What follows belongs to an exercise in optimizing a design on an open flow for small area; a production flow would make more cautious choices.
At most, simulation tests tie the RTL to the original design; equivalence was not proved.
For run 2, only the layout was checked, not whether the RTL still works.

[design/flow/config.mk]
export PLATFORM = sky130hd
export DESIGN_NAME = top_level
export DESIGN_NICKNAME = top_level
export VERILOG_FILES = /design/flow/design.v
export SDC_FILE = /design/flow/constraint.sdc
export NUM_CORES = 4
export LEC_CHECK = 0
export CAP_MARGIN = 20
export CORE_MARGIN = 2
export CORE_UTILIZATION = 40
export PLACE_DENSITY = 0.6
export SLEW_MARGIN = 20
[design/flow/constraint.sdc]
create_clock -name core_clock -period 100.0 [get_ports {clk}]
set_input_delay 20.0000 -clock core_clock [delete_from_list [all_inputs] [get_ports {clk}]]
set_output_delay 20.0000 -clock core_clock [all_outputs]
set_load 0.01 [all_outputs]
[design/flow/design.v]
`timescale 1ns/1ns
module divisor_clock_m 
# (parameter CLK_FPGA = 32767)
(
    input clk, rst_n,
    input logic [7:0] velocidade,
    output logic clk_hz
);
logic [31:0] cont;
logic [31:0] clk_velocidade;
assign clk_velocidade = (60 * (CLK_FPGA + 1) - 1) / velocidade;
always_ff @(posedge clk or negedge rst_n)
begin
    if(~rst_n)
    begin
        cont <= 32'd0;
        clk_hz <= 1'b0;
    end
    else if(cont < clk_velocidade)
    begin
        cont <= cont + 1'b1;
        clk_hz <= 1'b0;
    end
    else
    begin
        cont <= 32'd0;
        clk_hz <= 1'b1;
    end
end
endmodule
module metronomo_m 
# (parameter width = 2)
(
    input clk, rst_n, en,
    output logic [width - 1:0] leds
);
logic [width - 1:0] cont;
always_ff @ (posedge clk or negedge rst_n)
begin
    if(~rst_n)
    begin
       cont <= {{(width - 1){1'b0}}, 1'b1};
    end
    else if(en)
    begin
		cont <= {cont[width - 2:0],cont[width - 1]};
    end
end
assign leds = cont;
endmodule
`timescale 1ns / 1ps
module veloc_atual_m
(
	input clk, 
	input b_decrem, 
	input b_increm, 
	input rst_n,   
	output logic [7:0] veloc       
);
logic clk_1HZ;
divisor_clock_m div(clk, rst_n, 60, clk_1HZ);
always_ff @(posedge clk or negedge rst_n)
begin
	if(!rst_n)
		veloc <= 6'b111100;     
	else if(clk_1HZ && b_decrem && !b_increm && veloc >= 5'b11110)
		veloc <= veloc - 4'b1010;	 
	else if(clk_1HZ && b_increm && !b_decrem && veloc <= 8'b11011100)
		veloc <= veloc + 4'b1010;	 
end
endmodule
`timescale 1ns/1ns
module triple_display_7_segments(value, rst, clk, disp7_dig1, disp7_dig2, disp7_dig3);
	input rst, clk;
	input [8:0] value;
	output logic [6:0] disp7_dig1, disp7_dig2, disp7_dig3;
	logic [8:0] aux_buffer;
	always_ff @(posedge clk)
		begin
			if(value >= 7'b1100100 && value < 8'b11001000) begin
				disp7_dig1 <= 7'b1111001;
				aux_buffer = value - 7'b1100100;
			end else if(value >= 8'b11001000) begin
				disp7_dig1 <= 7'b0100100;
				aux_buffer = value - 8'b11001000;
			end else begin
				disp7_dig1 <= 7'b1000000;
				aux_buffer = value;
			end
			if(aux_buffer >= 4'b1010 && aux_buffer < 5'b10100) begin
				disp7_dig2 <= 7'b1111001;
				aux_buffer = aux_buffer - 4'b1010;
			end else if(aux_buffer >= 5'b10100 && aux_buffer < 5'b11110) begin
				disp7_dig2 <= 7'b0100100;
				aux_buffer = aux_buffer - 5'b10100;
			end else if(aux_buffer >= 5'b11110 && aux_buffer < 6'b101000) begin
				disp7_dig2 <= 7'b0110000;
				aux_buffer = aux_buffer - 5'b11110;
			end else if(aux_buffer >= 6'b101000 && aux_buffer < 6'b110010) begin
				disp7_dig2 <= 7'b0011001;
				aux_buffer = aux_buffer - 6'b101000;
			end else if(aux_buffer >= 6'b110010 && aux_buffer < 6'b111100) begin
				disp7_dig2 <= 7'b0010010;
				aux_buffer = aux_buffer - 6'b110010;
			end else if(aux_buffer >= 6'b111100 && aux_buffer < 7'b1000110) begin
				disp7_dig2 <= 7'b0000010;
				aux_buffer = aux_buffer - 6'b111100;
			end else if(aux_buffer >= 7'b1000110 && aux_buffer < 7'b1010000) begin
				disp7_dig2 <= 7'b1111000;
				aux_buffer = aux_buffer - 7'b1000110;
			end else if(aux_buffer >= 7'b1010000 && aux_buffer < 7'b1011010) begin
				disp7_dig2 <= 7'b0000000;
				aux_buffer = aux_buffer - 7'b1010000;
			end else if(aux_buffer >= 7'b1011010) begin	
				disp7_dig2 <= 7'b0010000;
				aux_buffer = aux_buffer - 7'b1011010;
			end else begin
				disp7_dig2 <= 7'b1000000;
			end
			case (aux_buffer)
				4'd0: disp7_dig3 <= 7'b1000000;
				4'd1: disp7_dig3 <= 7'b1111001;
				4'd2: disp7_dig3 <= 7'b0100100;
				4'd3: disp7_dig3 <= 7'b0110000;
				4'd4: disp7_dig3 <= 7'b0011001;
				4'd5: disp7_dig3 <= 7'b0010010;
				4'd6: disp7_dig3 <= 7'b0000010;
				4'd7: disp7_dig3 <= 7'b1111000;
				4'd8: disp7_dig3 <= 7'b0000000;
				4'd9: disp7_dig3 <= 7'b0010000;
			endcase
		end
endmodule
`timescale 1ns / 1ps
module top_level
# (parameter width = 2)
(
    input clk,
    input rst_n,
    input botao1,  
    input botao2,  
    output logic [width - 1:0] LED,  
    output logic [6:0] digito1, digito2, digito3
);
wire [7:0] veloc;
wire inc, dec;
wire clk_veloc;
veloc_atual_m   vel(clk, botao1, botao2, rst_n, veloc);                   
divisor_clock_m div(clk, rst_n, veloc, clk_veloc);                  
triple_display_7_segments  displays(veloc, rst_n, clk, digito1, digito2, digito3);  
metronomo_m     met(clk, rst_n, clk_veloc, LED);                         
endmodule
[design/flow/run.sh]
#!/bin/bash
# synth_recipe.tcl (not shown) runs the flow's synth.tcl, then flattens the netlist and writes it again
# the make line also repeats each setting of config.mk as NAME=value (left out here)
make -C /OpenROAD-flow-scripts/flow DESIGN_CONFIG=/design/flow/config.mk WORK_HOME=/design/flow/orfs CLKGATE_MAP_FILE= SYNTH_SCRIPT=/design/flow/synth_recipe.tcl finish
==> impl_metrics.csv, run 1 <==
group,metric,value,unit
clock_network,cts_buffer_depth,2,
worst_setup_path,arrival,75.37,ns
sta,setup_violations,0,
worst_setup_path,critical_path_required,100.22,ns
drt,wl_per_cell,17.6,um
logic_synthesis,synth_common_cells,"350 x nor2_1, 300 x a21oi_1, 294 x nand2_1",
sta,rsz0062_at_grt,"no",
clock_network,clk_latency,0.35,ns
finish,layout.nets,3881,
floorplan,rows,94,
logic_synthesis,syn_inst,3686,
logic_synthesis,async_reset_ff_share,83.3,%
worst_setup_path,regToRegStartpoint,"vel.veloc[2]",
logic_synthesis,syn_avg_cell_area,7.21,um^2
drt,route.detailed.drc,0,
clock_network,cts.repair.resized,0,
sta,fmax,0.0133,GHz
worst_setup_path,cpMaxStageDelayCell,"dfstp_2",
floorplan,die_h,262,um
clock_network,clockRootBuffer,"clkbuf_16",
sta,min_period,75.14,ns
logic_synthesis,ys_ff_latch,90,
worst_setup_path,cpLargestDelayFamily,"compound AO/OA/AOI/OAI gates",
sta,fin_setup_tns,0,ns
drt,routed_wl,79400,um
worst_setup_path,cp_common_cell,"a21o_1",
placed_design,port_buffers,25,
worst_setup_path,critPathLaunchType,"flip-flop",
clock_network,cts_max_level,3,
outcome,status,"timing/DRC/antenna clean",
global_route,track_usage,22.4,%
clock_network,cts.sinks,90,
clock_network,cts_tree,"yes",
finish,syn_to_final_growth,5.02,%
clock_network,post_cts_buffers,0,
drt,drtIter0Drc,2246,
worst_setup_path,cp.depth,325,
finish,fin_cells,4518,
logic_synthesis,yosysUniqueCellTypes,146,
floorplan,fp.dieArea,68500,um^2
clock_network,cts_hold_buffers,0,
clock_network,clkSlewWorstSetupHoldPaths,0.08,ns
flow_run,cap_violations,0,
floorplan,core,65700,um^2
sta,skew,0.00678,ns
sta,slew_viol_final,0,
finish,antenna_cells,0,
min_path,hold_class,"reg -> reg",
sta,period_share,75.1,%
global_route,grt_overflow,0,
global_route,antenna_found_initial,0,
drt,num_vias,28091,
worst_setup_path,r2r_end,"div.cont[24]",
worst_setup_path,slowest_delay,0.79,ns
drt,dr.pass1.iters,6,
min_path,holdCritStartpoint,"div.cont[0]",
sta,worst_pin_slew,1.10,ns
sta,slew_headroom,25.9,%
min_path,min_to,"div.cont[0]",
worst_setup_path,critPathMaxFanout,33,
sta,hold_viol,0,
floorplan,die_x,262,um
logic_synthesis,synth_top_cell_by_area,"ha_1",
logic_synthesis,synth_ff_type,"dfrtp_1",
logic_synthesis,synth_top_area_share,10.7,%
worst_setup_path,r2r_setup_slack,24.86,ns
drt,viasPerCell,6.22,
min_path,hold_depth,1,
logic_synthesis,yosysWarnings,6,
finish,drive_above_1_share,7.44,%
worst_setup_path,reg2regPathDepth,325,
logic_synthesis,post-synth-top-count-cell,"nor2_1",
worst_setup_path,path_buf_inv,19,
worst_setup_path,worstSetupPathType,"reg -> reg",
worst_setup_path,end_kind,"flip-flop",
logic_synthesis,synth_area,26600,um^2
global_route,grt_start_max_net_pins,55,
logic_synthesis,synth_area_leaders,"ha_1 11%, dfrtp_1 6.6%, a21oi_1 5.7%, xnor2_1 5.3%, nor2_1 4.9%",
placed_design,place.gp.congestion,0.920,
placed_design,place_inst,4502,
floorplan,start_util,40.4,%
placed_design,dp_hpwl,61900,um
floorplan,io_pins,27,
logic_synthesis,yosysSeqAreaShare,8.37,%
global_route,grt_pass1_wl,132000,um
logic_synthesis,synth-edff-count,4,
drt,postRouteAntennaNets,0,
clock_network,numCtsBuffers,9,
global_route,grt_pass1_vias,26099,
==> placed cells by master, fill, tap and decap left out, types with 38 or more instances in the layout <==
cell / n
nor2_1: 350
a21oi_1: 300
nand2_1: 294
ha_1: 227
o21ai_0: 175
xnor2_1: 160
a21o_1: 156
nor3_1: 151
xor2_1: 134
nand3_1: 124
nand2b_1: 74
o21a_1: 72
dfrtp_1: 69
and3_1: 68
inv_1: 64
and2_1: 52
a31oi_1: 51
o211ai_1: 50
nand4_1: 50
o31ai_1: 47
mux2i_1: 47
nor4_1: 43
nor2b_1: 42
or3_1: 42
mux2_2: 42
a211oi_1: 38
==> state kept, by name, indices dropped and copies added (netlist names) <==
name	cells
vel.div.clk_hz	1
met.cont	2
vel.veloc	7
displays.disp7_dig2	7
vel.div.cont	32
displays.disp7_dig3	4
displays.disp7_dig1	4
div.cont	32
div.clk_hz	1
==> worst max path at each step <==
| stage | to | startpoint | slack (ns) |
|---|---|---|---|
| 3_3_place_gp | div.cont[24] | vel.veloc[2] | 27.85 |
| 6_report | div.cont[24] | vel.veloc[2] | 24.86 |
| 3_5_place_dp | div.cont[24] | vel.veloc[2] | 25.80 |
| 2_1_floorplan | div.cont[2] | vel.veloc[2] | 34.24 |
| 5_1_grt | div.cont[5] | vel.veloc[2] | 16.98 |
| 4_1_cts | div.cont[24] | vel.veloc[2] | 25.48 |
==> kinds of logic after synthesis <==
kind of cell    Yosys count  synth area share [%]
buf+inv                 203                  3.44
simple gates           1494                  29.8
compound gates         1279                  33.9
xor+xnor                296                  9.84
fa+ha+maj               229                  10.8
other cells               1                0.0141
mux                      94                  3.81
flops                    90                  8.37
==> final cells by class <==
class                   count  area, um^2
fillers                  6839       37800
multi-input cells        3410       23500
flip-flops and latches     90        2220
well taps                 864        1080
repair buffers             55         473
inverters                  83         314
clock buffers               9         225
clock inverters             7        68.8
==> through the flow <==
stage,util [%],hold WS [ns],area [um^2],setup WS [ns]
after floorplan,-,0.461,26600,34.24
after global placement,42.0,0.490,27600,27.85
after detailed placement,42.0,0.504,27600,25.80
after CTS,42.4,0.516,27900,25.48
after global routing,42.4,0.533,27900,16.98
final,42.4,0.510,27900,24.86
==> layer usage <==
layer	vias up	global-route usage (%)	share of wire, %
met1	13212	31.6	49
met4	0	4.23	1.6
met2	758	38.0	46
li1	14031	-	-
met5	-	0	0
met3	90	1.07	4.0
==> run 2: changes to the inputs <==
==> design/flow/design.v (replaced) <==
`timescale 1ns / 1ps
module top_level
# (parameter width = 2)
(
    input clk,
    input rst_n,
    input botao1,
    input botao2,
    output logic [width - 1:0] LED,
    output logic [6:0] digito1, digito2, digito3
);
logic [14:0] s;
logic [1:0] st;
logic [4:0] k;
logic [16:0] b;
logic led;
wire fresh = st == 2'b11;
wire z14 = s[13:0] == 14'd0;
wire sec = z14 & ~s[14] & ~fresh;
wire beat = (b == 17'd0) & ~fresh;
wire dec = sec & botao1 & ~botao2 & (k >= 5'd3);
wire inc = sec & botao2 & ~botao1 & (k <= 5'd22);
logic [16:0] lim;
always_comb
    case (k)
        5'd2:  lim = 17'd98303;
        5'd3:  lim = 17'd65535;
        5'd4:  lim = 17'd49151;
        5'd5:  lim = 17'd39321;
        5'd6:  lim = 17'd32767;
        5'd7:  lim = 17'd28086;
        5'd8:  lim = 17'd24575;
        5'd9:  lim = 17'd21845;
        5'd10: lim = 17'd19660;
        5'd11: lim = 17'd17873;
        5'd12: lim = 17'd16383;
        5'd13: lim = 17'd15123;
        5'd14: lim = 17'd14043;
        5'd15: lim = 17'd13107;
        5'd16: lim = 17'd12287;
        5'd17: lim = 17'd11565;
        5'd18: lim = 17'd10922;
        5'd19: lim = 17'd10347;
        5'd20: lim = 17'd9830;
        5'd21: lim = 17'd9362;
        5'd22: lim = 17'd8936;
        5'd23: lim = 17'd8548;
        default: lim = 17'bx;
    endcase
logic wrap;
logic [16:0] binc;
always_comb begin
    wrap = 1'b1;
    for (int i = 0; i < 17; i++)
        wrap = (b[i] == lim[i]) ? wrap : b[i];
    for (int i = 0; i < 17; i++)
        binc[i] = b[i] ^ (&(b | ~((17'd1 << i) - 17'd1)));
end
always_ff @(posedge clk or negedge rst_n)
begin
    if (~rst_n) begin
        s <= 15'd0;
        st <= 2'b11;
        k <= 5'd6;
        b <= 17'd0;
        led <= 1'b0;
    end else begin
        s <= {s[13:0], s[14] ^ s[13] ^ z14};
        st <= {dec, inc};
        if (dec) k <= k - 5'd1;
        else if (inc) k <= k + 5'd1;
        if (wrap) b <= 17'd0;
        else b <= binc;
        if (beat) led <= ~led;
    end
end
assign LED = {led, ~led};
wire [4:0] kp = st == 2'b10 ? k + 5'd1 : st == 2'b01 ? k - 5'd1 : k;
logic [3:0] t;
always_comb begin
    if (kp >= 5'd20) begin
        digito1 = 7'b0100100;
        t = kp - 5'd20;
    end else if (kp >= 5'd10) begin
        digito1 = 7'b1111001;
        t = kp - 5'd10;
    end else begin
        digito1 = 7'b1000000;
        t = kp[3:0];
    end
    case (t)
        4'd0: digito2 = 7'b1000000;
        4'd1: digito2 = 7'b1111001;
        4'd2: digito2 = 7'b0100100;
        4'd3: digito2 = 7'b0110000;
        4'd4: digito2 = 7'b0011001;
        4'd5: digito2 = 7'b0010010;
        4'd6: digito2 = 7'b0000010;
        4'd7: digito2 = 7'b1111000;
        4'd8: digito2 = 7'b0000000;
        4'd9: digito2 = 7'b0010000;
        default: digito2 = 7'bx;
    endcase
end
assign digito3 = 7'b1000000;
endmodule
--- a/design/flow/config.mk
+++ b/design/flow/config.mk
@@ -7,2 +7,3 @@
 export LEC_CHECK = 0
+export ABC_AREA = 1
 export CAP_MARGIN = 20
==> run 2 against run 1 <==
Compared with the run above: count of clock-buffer cells in the layout fell by 4; global-route usage fell by 6.0 points; clock skew rose by 0.0053 ns; register-to-register slack improved by 72 ns; largest cell class unchanged; die area fell by 88%; critical path type is now reg -> out; non-clock buffer count fell by 37; critical path depth fell by 306; sequential share of layout area rose by 22 points; cell area fell by 88%; still clean; wire length fell by 92%; final cell count fell by 89%; synthesized cell count fell by 89%.
==> impl_metrics.csv, run 2 <==
group,metric,value,unit
outcome,status,"timing/DRC/antenna clean",
sta,rsz0062_at_grt,"no",
worst_setup_path,worstSetupPathType,"reg -> out",
placed_design,dp_hpwl,4820,um
logic_synthesis,yosysUniqueCellTypes,44,
finish,largest_reg_flops,17,
global_route,grt_start_max_net_pins,41,
finish,syn_to_final_growth,9.41,%
logic_synthesis,synth_top_cell_by_area,"dfrtp_1",
worst_setup_path,slowest_delay,0.60,ns
finish,reg_top3,"b x17, s x15, k x5",
worst_setup_path,critPathLaunchType,"flip-flop",
placed_design,port_buffers,18,
drt,route.detailed.drc,0,
global_route,grt_pass1_vias,2411,
drt,drtIter0Drc,101,
floorplan,rows,31,
logic_synthesis,synth-edff-count,0,
finish,drive_above_1_share,16.5,%
sta,min_period,24.06,ns
worst_setup_path,critical_path_required,80.00,ns
global_route,grt_util_met1,21.0,%
finish,regMostFlops,"b",
worst_setup_path,cp_common_cell,"inv_1",
finish,layout_commonest_cell,"nand2_1",
worst_setup_path,path_buf_inv,7,
sta,period_share,24.1,%
flow_run,cap_violations,0,
clock_network,cts_tree,"yes",
logic_synthesis,yosysSeqAreaShare,32.8,%
global_route,track_usage,16.4,%
finish,antenna_cells,0,
worst_setup_path,arrival,4.06,ns
clock_network,clockRootBuffer,"clkbuf_8",
finish,fin_cells,516,
logic_synthesis,syn_inst,402,
drt,postRouteAntennaNets,0,
sta,fin_setup_tns,0,ns
finish,layout.nets,440,
clock_network,cts_hold_buffers,0,
global_route,grt_pass1_wl,11300,um
worst_setup_path,cpLargestDelayFamily,"buffers and inverters",
floorplan,io_pins,27,
clock_network,numCtsBuffers,5,
placed_design,place_inst,508,
min_path,hold_class,"reg -> reg",
global_route,grt-busiest-layer,"met2",
sta,hold_viol,0,
logic_synthesis,synth_ff_type,"dfrtp_1",
sta,fmax,0.0416,GHz
global_route,use_met3,2.79,%
floorplan,fp.dieArea,8390,um^2
drt,viasPerCell,4.82,
logic_synthesis,ys_ff_latch,40,
sta,setup_violations,0,
placed_design,place.gp.congestion,0.867,
worst_setup_path,cpMaxStageDelayCell,"dfrtp_1",
global_route,grt_overflow,0,
clock_network,post_cts_buffers,0,
clock_network,cts_buffer_depth,2,
floorplan,core,7330,um^2
global_route,grt_util_met2,27.9,%
clock_network,cts.sinks,40,
logic_synthesis,syn_avg_cell_area,7.64,um^2
drt,wl_per_cell,12.3,um
logic_synthesis,yosysWarnings,1,
sta,worst_pin_slew,0.887,ns
floorplan,die_x,91.6,um
finish,mostFrequentLayoutCells,"82 x nand2_1, 57 x inv_1, 36 x dfrtp_1, 34 x nor2_1",
worst_setup_path,end_kind,"primary output",
sta,skew,0.0121,ns
logic_synthesis,synth_common_cells,"82 x nand2_1, 57 x inv_1, 36 x dfrtp_1",
logic_synthesis,async_reset_ff_share,100,%
clock_network,cts_max_level,2,
placed_design,pre_cts_ws,76.29,ns
clock_network,clk_latency,0.30,ns
clock_network,clkSlewWorstSetupHoldPaths,0.09,ns
drt,routed_wl,6350,um
sta,slew_headroom,40.9,%
floorplan,die_h,91.6,um
worst_setup_path,crit_chain,"inv_2 > ha_1 > inv_1 > o21ai_0 > o21ai_2 > inv_1 > ha_1 > inv_1 > nand2_1 > nand2_1 > a31oi_2 > clkinv_2 > nand2_2 > xor2_2 > inv_1 > ha_1 > nor2_1 > nor2_1 > clkdlybuf4s50_1",
worst_setup_path,critPathMaxFanout,10,
finish,fin_util,45.8,%
sta,setup_ws,75.94,ns
global_route,antenna_found_initial,0,
floorplan,start_util,41.9,%
sta,slew_viol_final,0,
drt,dr.pass1.iters,5,
clock_network,cts.repair.resized,0,
logic_synthesis,post-synth-top-count-cell,"nand2_1",
logic_synthesis,synth_top_area_share,29.3,%
logic_synthesis,synth_area_leaders,"dfrtp_1 29%, nand2_1 10%, ha_1 8.1%, inv_1 7.0%, nor2_1 4.2%",
logic_synthesis,synth_area,3070,um^2
drt,num_vias,2485,
worst_setup_path,r2r_setup_slack,97.08,ns
==> run 2: cell count changes in the layout (fill, tap and decap cells not counted), sizes merged, moves of 188 or more <==
cell,change
nor2,-299
a21oi,-290
nand2,-212
ha,-207
o21ai,-188
==> run 2: per-layer routing <==
| layer | share of wire [%] | vias up | wire length [um] |
|---|---|---|---|
| li1 | - | 1272 | - |
| met1 | 45 | 1144 | 2890 |
| met2 | 49 | 56 | 3110 |
| met3 | 3.7 | 13 | 237 |
| met4 | 1.7 | 0 | 108 |
| met5 | 0 | - | 0 |
==> run 2: final timing paths <==
path | depth (start not counted) | startpoint | to
worst max-delay path | 19 | k[0] | digito2[3]
worst min-delay path | 0 | s[4] | s[5]
worst max register to register | 20 | k[0] | b[11]
worst min register to register | 0 | s[4] | s[5]
max in group asynchronous | 1 | rst_n | s[14]
min in group asynchronous | 1 | rst_n | b[14]
==> run 2: logic make-up (layout without fill, tap and decap cells) <==
kind of cell	Yosys count	in the layout	share of synthesized area [%]
simple gates	181	181	29.3
buf+inv	93	102	14.2
compound gates	49	49	10.2
flops	40	40	32.8
fa+ha+maj	20	20	8.15
xor+xnor	17	17	5.09
other cells	2	8	0.245
==> run 2: worst register-to-register path: stages (launching register included) <==
cell and delay [ns]:
dfrtp_1 0.60, inv_2 0.16, ha_1 0.37, inv_1 0.16, o21ai_0 0.10, o21ai_0 0.26
a22o_1 0.20, inv_2 0.03, nand2_1 0.05, nand2_1 0.04, nand2_1 0.05, nand2_1 0.04
nand2_1 0.05, nand2_1 0.05, nand2_1 0.05, nand2_1 0.05, nand2_1 0.05, nand2_1 0.06
nand2_2 0.07, nand2_4 0.20, nor2_1 0.18
==> run 2: layout make-up <==
class	count	area (um^2)
multi-input combinational	275	1650
clock buffer	5	68.8
timing repair buffer	18	175
fill	762	3970
clock inverter	3	46.3
tap	99	124
inverter	76	289
sequential	40	1010
==> run 2: per-stage QoR <==
step / hold WS (ns) / area (um^2)
3_3_place_gp: 0.358 / 3240
4_1_cts: 0.374 / 3360
2_1_floorplan: 0.346 / 3090
3_5_place_dp: 0.353 / 3240
6_report: 0.371 / 3360
5_1_grt: 0.391 / 3360

[port drivers added, routing unchanged]
No port has a modelled driver above. Below, the same layouts with a new extraction and two added sets of constraints. Step 1, drivers: a clkbuf_16 drives clk and a buf_2 each remaining input, both assumed. Step 2 moves the port delays by t, midway between the first and last clock arrival at a register: inputs arrive t later, outputs are due t later. That takes back most of the time a late clock gives input paths. Three values: no drivers, after step 1, after step 2; two values: the first two.
| run | t (ns) | setup slack, ns | worst setup path after step 2 | pins driven straight from the clock port |
|---|---|---|---|---|
| run 1 | 0.398 | 24.858 / 24.858 / 24.858 | register to register | 1 |
| run 2 | 0.328 | 75.940 / 75.911 / 76.238 | register to output | 1 |
After both steps every run listed still meets setup and hold.
